Source: an optimization exercise on an open RTL-to-GDS flow (aim: small area, a short achievable clock period and few clock cycles). Production flows keep margins and buffers that such runs may drop.
In this exercise RTL edits were held to simulation tests only and were not proved equivalent to the original.

Setup of v37:
==> flow/design.v (excerpt) <==
module US_CSC (
   input  logic            Clock,
   input  logic            Resetn,
   output logic            SRAM_we_n,
   output logic   [17:0]   SRAM_address,
   input  logic   [15:0]   SRAM_read_data,
   output logic   [15:0]   SRAM_write_data,
   input  logic            US_CSC_enable,
   output logic            US_CSC_complete
);
Size: about 1900 cells after synthesis, roughly 0.021 mm2 of cells after synthesis.
clock: 13.5 ns
lec_check: 0
cap_margin: 20
core_margin: 2
core_utilization: 40
slew_margin: 20
standard.sh (not shown) runs the stock make flow with config.mk's settings and CLKGATE_MAP_FILE= SYNTH_SCRIPT=/design/flow/synth_recipe.tcl, a recipe that flattens the netlist after the stock synthesis.
==> flow/flow/run.sh <==
#!/bin/bash
# Standard ORFS layout at the design's clock period and constraints; repair_timing
# is asked to keep extra setup slack so it works on the longest paths.
bash standard.sh SETUP_SLACK_MARGIN=9 CORE_UTILIZATION=60 CTS_BUF_LIST=sky130_fd_sc_hd__clkbuf_4 finish > standard_run.log 2>&1
Testbench counts of v37, summed over its fixed seeds: cycles 1,536,168.
### v37 -> v59
==> flow/flow/run.sh <==
#!/bin/bash
# Standard ORFS layout at the design's clock period and constraints; repair_timing
# is asked to keep 9 ns of setup slack, so it works on every path over 4.5 ns.
bash standard.sh SETUP_SLACK_MARGIN=9 CORE_UTILIZATION=60 finish > standard_run.log 2>&1
Results
- In v59, the number of global-route vias before repair came out about 3% below the value in v37.
- Setup slack for v59: 0.0057 ns up relative to v37
- From v37 to v59 the numbers moved as follows: average wire per cell in the routed design went up; minimum clock period after layout decreased 0.0057 ns.
- Total global routing track utilization: v59 vs v37 down 0.35 points
### v59 -> v5
==> flow/flow/run.sh <==
#!/bin/bash
# Standard ORFS layout at the design's clock period and constraints; repair_timing
# is asked to keep extra setup slack so it works on the longest paths.
bash standard.sh SETUP_SLACK_MARGIN=9 CORE_UTILIZATION=70 finish > standard_run.log 2>&1
==> notes.md <==
v59 -> v5: placement-stage worst setup slack flat. Lower first-iteration DRC count was reported by v59, not v5. Fmax in v5 is 2.6% below v59. Summary of v5 over v59: cell count now sits lower, cell total after placement lost 65.
Setup changes, v5 to v2
--- a/flow/flow/run.sh
+++ b/flow/flow/run.sh
@@ -4 +4 @@
-bash standard.sh SETUP_SLACK_MARGIN=9 CORE_UTILIZATION=70 finish > standard_run.log 2>&1
+bash standard.sh SETUP_SLACK_MARGIN=8.8 CORE_UTILIZATION=60 CTS_BUF_LIST=sky130_fd_sc_hd__clkbuf_8 finish > standard_run.log 2>&1
Results
- Per the comparison of v2 with v5, depth of the worst hold-timing path held steady.
- Re via count of the first global-routing pass: v5 was higher than v2.
- On cell count, the lower figure sits with v5, not v2.
- Of v5 and v2, the lower worst-margin pin slew belongs to v5.
- Hold slack: v2 better than v5

job 5528:
Starting RTL as in the previous note.
==> flow/config.mk <==
export PLATFORM = sky130hd
export DESIGN_NAME = US_CSC
export DESIGN_NICKNAME = US_CSC
export VERILOG_FILES = /design/flow/design.v
export SDC_FILE = /design/flow/constraint.sdc
export NUM_CORES = 4
export LEC_CHECK = 0
export CAP_MARGIN = 20
export CORE_MARGIN = 2
export CORE_UTILIZATION = 40
export SLEW_MARGIN = 20
==> flow/constraint.sdc <==
create_clock -name core_clock -period 13.5 [get_ports {Clock}]
set_input_delay 2.7000 -clock core_clock [delete_from_list [all_inputs] [get_ports {Clock}]]
set_output_delay 2.7000 -clock core_clock [all_outputs]
set_load 0.01 [all_outputs]
==> flow/flow/run.sh <==
#!/bin/bash
# Standard ORFS layout at the design's clock period and constraints; repair_timing
# is asked to keep extra setup slack so it works on the longest paths.
bash standard.sh SETUP_SLACK_MARGIN=9 CORE_UTILIZATION=60 CTS_BUF_LIST=sky130_fd_sc_hd__clkbuf_8 CTS_CLUSTER_SIZE=20 CTS_CLUSTER_DIAMETER=60 finish > standard_run.log 2>&1
Testbench counts of job 5528, summed over its fixed seeds: cycles 1,536,168.
--- input diff job 5528..job 5248 ---
==> flow/flow/run.sh <==
#!/bin/bash
# Standard ORFS layout at the design's clock period and constraints; repair_timing
# is asked to keep extra setup slack so it works on the longest paths.
bash standard.sh SETUP_SLACK_MARGIN=9 CORE_UTILIZATION=60 CTS_BUF_LIST=sky130_fd_sc_hd__clkbuf_8 finish > standard_run.log 2>&1
[summary]
- Job 5528 ended up with greg[0]$_SDFF_PN0_ as its capture point of the worst path; job 5248 ended up with vp[7]$_DFF_P_.
- Relative to job 5528, job 5248 degrades first-pass GRT wire length.
- Diff job 5528 -> job 5248: TritonCTS buffer count shows an increase of 23, flip-flop and latch area shows no meaningful change, count of clock-buffer cells in the layout shows an increase of 30, growth of design area from synthesis to finish shows an increase of 1.3 points, count of filler cells inserted in the layout shows a reduction of about 1%.
--- input diff job 5248..job 8563 ---
==> flow/flow/run.sh <==
#!/bin/bash
# Standard ORFS layout at the design's clock period and constraints; repair_timing
# is asked to keep extra setup slack so it works on the longest paths.
bash standard.sh SETUP_SLACK_MARGIN=9 CORE_UTILIZATION=60 CTS_BUF_LIST=sky130_fd_sc_hd__clkbuf_16 CTS_CLUSTER_SIZE=24 CTS_CLUSTER_DIAMETER=60 finish > standard_run.log 2>&1
Notes after the runs:
Job 8563 has completed all stages; timing, DRC and antenna checks passed. Compared with job 5248, job 8563 shows a setup slack that is 0.034 ns lower. Job 8563 vs. job 5248: proportion of synthesized flip-flops having asynchronous set or reset saw little to no change; count of clock-buffer cells in the layout saw a decrease; delay of the slowest critical-path stage saw little to no change. Area overhead of the layout relative to synthesis, job 5248 and job 8563: larger value in job 5248. Diff job 5248..job 8563 | final sequential cell count | unchanged. Final critical-path share of the clock period (higher): job 8563. | count of hold buffers inserted by post-cts repair | job 5248 vs job 8563 | ≈ equal |.

## exp/tundra
US_CSC, a different RTL version from the one above (not shown whole).
Size in the first run: about 2,000 cells after synthesis, roughly 310 flip-flops, about 55 I/O pins, roughly 0.021 mm^2 of cells after synthesis.
Settings: LEC_CHECK=0, CAP_MARGIN=20, CORE_MARGIN=2, CORE_UTILIZATION=40, SLEW_MARGIN=20; clock period 13.5 ns.
==> flow/flow/run.sh <==
#!/bin/bash
# The standard ORFS layout (standard.sh: standard synthesis, the design's clock
# period and constraints), with these changes to how the layout is made:
#  - every input and output port still gets a buffer, but a plain buf_2 instead of
#    the clkdlybuf4s50_1 delay cell that buffer_ports picks by default;
#  - repair_timing keeps 9 ns of setup slack as margin, so it also shortens paths
#    that already meet the 13.5 ns clock (upsizing, buffering, pin swaps);
#  - 60% core utilization;
#  - clock tree from clkbuf_16 cells with sink clusters of at most 24 sinks / 60 um.
# make's output goes to standard_run.log; ORFS keeps each step's log under orfs/logs/.
bash standard.sh SETUP_SLACK_MARGIN=9 CORE_UTILIZATION=60 \
  "BUFFER_PORTS_ARGS=-buffer_cell sky130_fd_sc_hd__buf_2" \
  CTS_BUF_LIST=sky130_fd_sc_hd__clkbuf_16 CTS_CLUSTER_SIZE=24 CTS_CLUSTER_DIAMETER=60 \
  finish > standard_run.log 2>&1
exp/tundra completed end to end with timing, DRC and antenna clean.
Testbench counts of exp/tundra, summed over its fixed seeds: cycles 1,536,168.
Setup changes, exp/tundra to exp/delta
-- flow/flow/run.sh --
<<< exp/tundra, line 8
#  - 60% core utilization;
#  - clock tree from clkbuf_16 cells with sink clusters of at most 24 sinks / 60 um.
>>> exp/delta, line 8
#  - 65% core utilization;
#  - clock tree from clkbuf_16 cells with sink clusters of at most 32 sinks / 60 um.
<<< exp/tundra, line 11
bash standard.sh SETUP_SLACK_MARGIN=9 CORE_UTILIZATION=60 \
>>> exp/delta, line 11
bash standard.sh SETUP_SLACK_MARGIN=9 CORE_UTILIZATION=65 \
<<< exp/tundra, line 13
  CTS_BUF_LIST=sky130_fd_sc_hd__clkbuf_16 CTS_CLUSTER_SIZE=24 CTS_CLUSTER_DIAMETER=60 \
>>> exp/delta, line 13
  CTS_BUF_LIST=sky130_fd_sc_hd__clkbuf_16 CTS_CLUSTER_SIZE=32 CTS_CLUSTER_DIAMETER=60 \
Results
- Against exp/tundra, the final cell area of exp/delta is lower.
- The final reports for exp/delta and exp/tundra show worst hold slack lower in the former.
- ~same clock network area share in exp/tundra and exp/delta
- Number of well taps: exp/delta lower than exp/tundra
- Count of nets after finishing across exp/tundra and exp/delta: no real change.
- Across both runs, die width was lower for exp/delta than for exp/tundra.
- Compared with exp/tundra, exp/delta shows a higher transition time at the pin with the least slew margin.
What exp/garnet does differently from exp/delta at the input level:
-- flow/flow/run.sh --
<<< exp/delta, line 6
#  - repair_timing keeps 9 ns of setup slack as margin, so it also shortens paths
>>> exp/garnet, line 6
#  - repair_timing keeps 9.2 ns of setup slack as margin, so it also shortens paths
<<< exp/delta, line 9
#  - clock tree from clkbuf_16 cells with sink clusters of at most 32 sinks / 60 um.
>>> exp/garnet, line 9
#  - clock tree from clkbuf_16 cells with sink clusters of at most 24 sinks / 60 um.
<<< exp/delta, line 11
bash standard.sh SETUP_SLACK_MARGIN=9 CORE_UTILIZATION=65 \
>>> exp/garnet, line 11
bash standard.sh SETUP_SLACK_MARGIN=9.2 CORE_UTILIZATION=65 \
<<< exp/delta, line 13
  CTS_BUF_LIST=sky130_fd_sc_hd__clkbuf_16 CTS_CLUSTER_SIZE=32 CTS_CLUSTER_DIAMETER=60 \
>>> exp/garnet, line 13
  CTS_BUF_LIST=sky130_fd_sc_hd__clkbuf_16 CTS_CLUSTER_SIZE=24 CTS_CLUSTER_DIAMETER=60 \
## What came out
- exp/delta and exp/garnet ended up with nearly the same global-route met3 utilization.
- Routed wire length, exp/delta and exp/garnet: lower on exp/delta

-- separate check: timing with driven ports --
The flow's constraints put no driver on any port. The routed layouts listed below were extracted and timed again, unchanged, in two steps. Step 1 sets driving cells, clkbuf_16 on the clock port and buf_2 on the other inputs (assumed; they add their load-dependent delay and slew). Step 2, shift: input delay + t, output delay - t, t = (earliest + latest rising clock arrival at the registers) / 2. This alone moves slack from input paths to output paths. Slacks: no drivers / after step 1 / after step 2; pairs: no drivers / after step 1.
run | t (ns) | slack for setup (ns) | clock arrival spread, ns | worst slew at a driven data input, ns
v37 | 0.795 | 8.797 / 8.797 / 8.797 | 0.071 / 0.071 | 0.04
v59 | 0.629 | 8.803 / 8.750 / 8.854 | 0.014 / 0.014 | 0.04
v5 | 0.615 | 8.680 / 8.680 / 8.680 | 0.031 / 0.031 | 0.04
v2 | 0.665 | 8.798 / 8.798 / 8.798 | 0.016 / 0.016 | 0.04
job 5528 | 0.674 | 8.795 / 8.795 / 8.795 | 0.029 / 0.030 | 0.04
job 5248 | 0.633 | 8.834 / 8.834 / 8.834 | 0.023 / 0.022 | 0.04
job 8563 | 0.607 | 8.801 / 8.763 / 8.801 | 0.021 / 0.021 | 0.04
exp/tundra | 0.605 | 9.090 / 9.040 / 9.090 | 0.018 / 0.019 | 0.03
exp/delta | 0.611 | 9.116 / 9.058 / 9.130 | 0.029 / 0.029 | 0.04
exp/garnet | 0.612 | 9.105 / 9.105 / 9.105 | 0.028 / 0.028 | 0.05
After both steps every run listed still meets setup and hold.
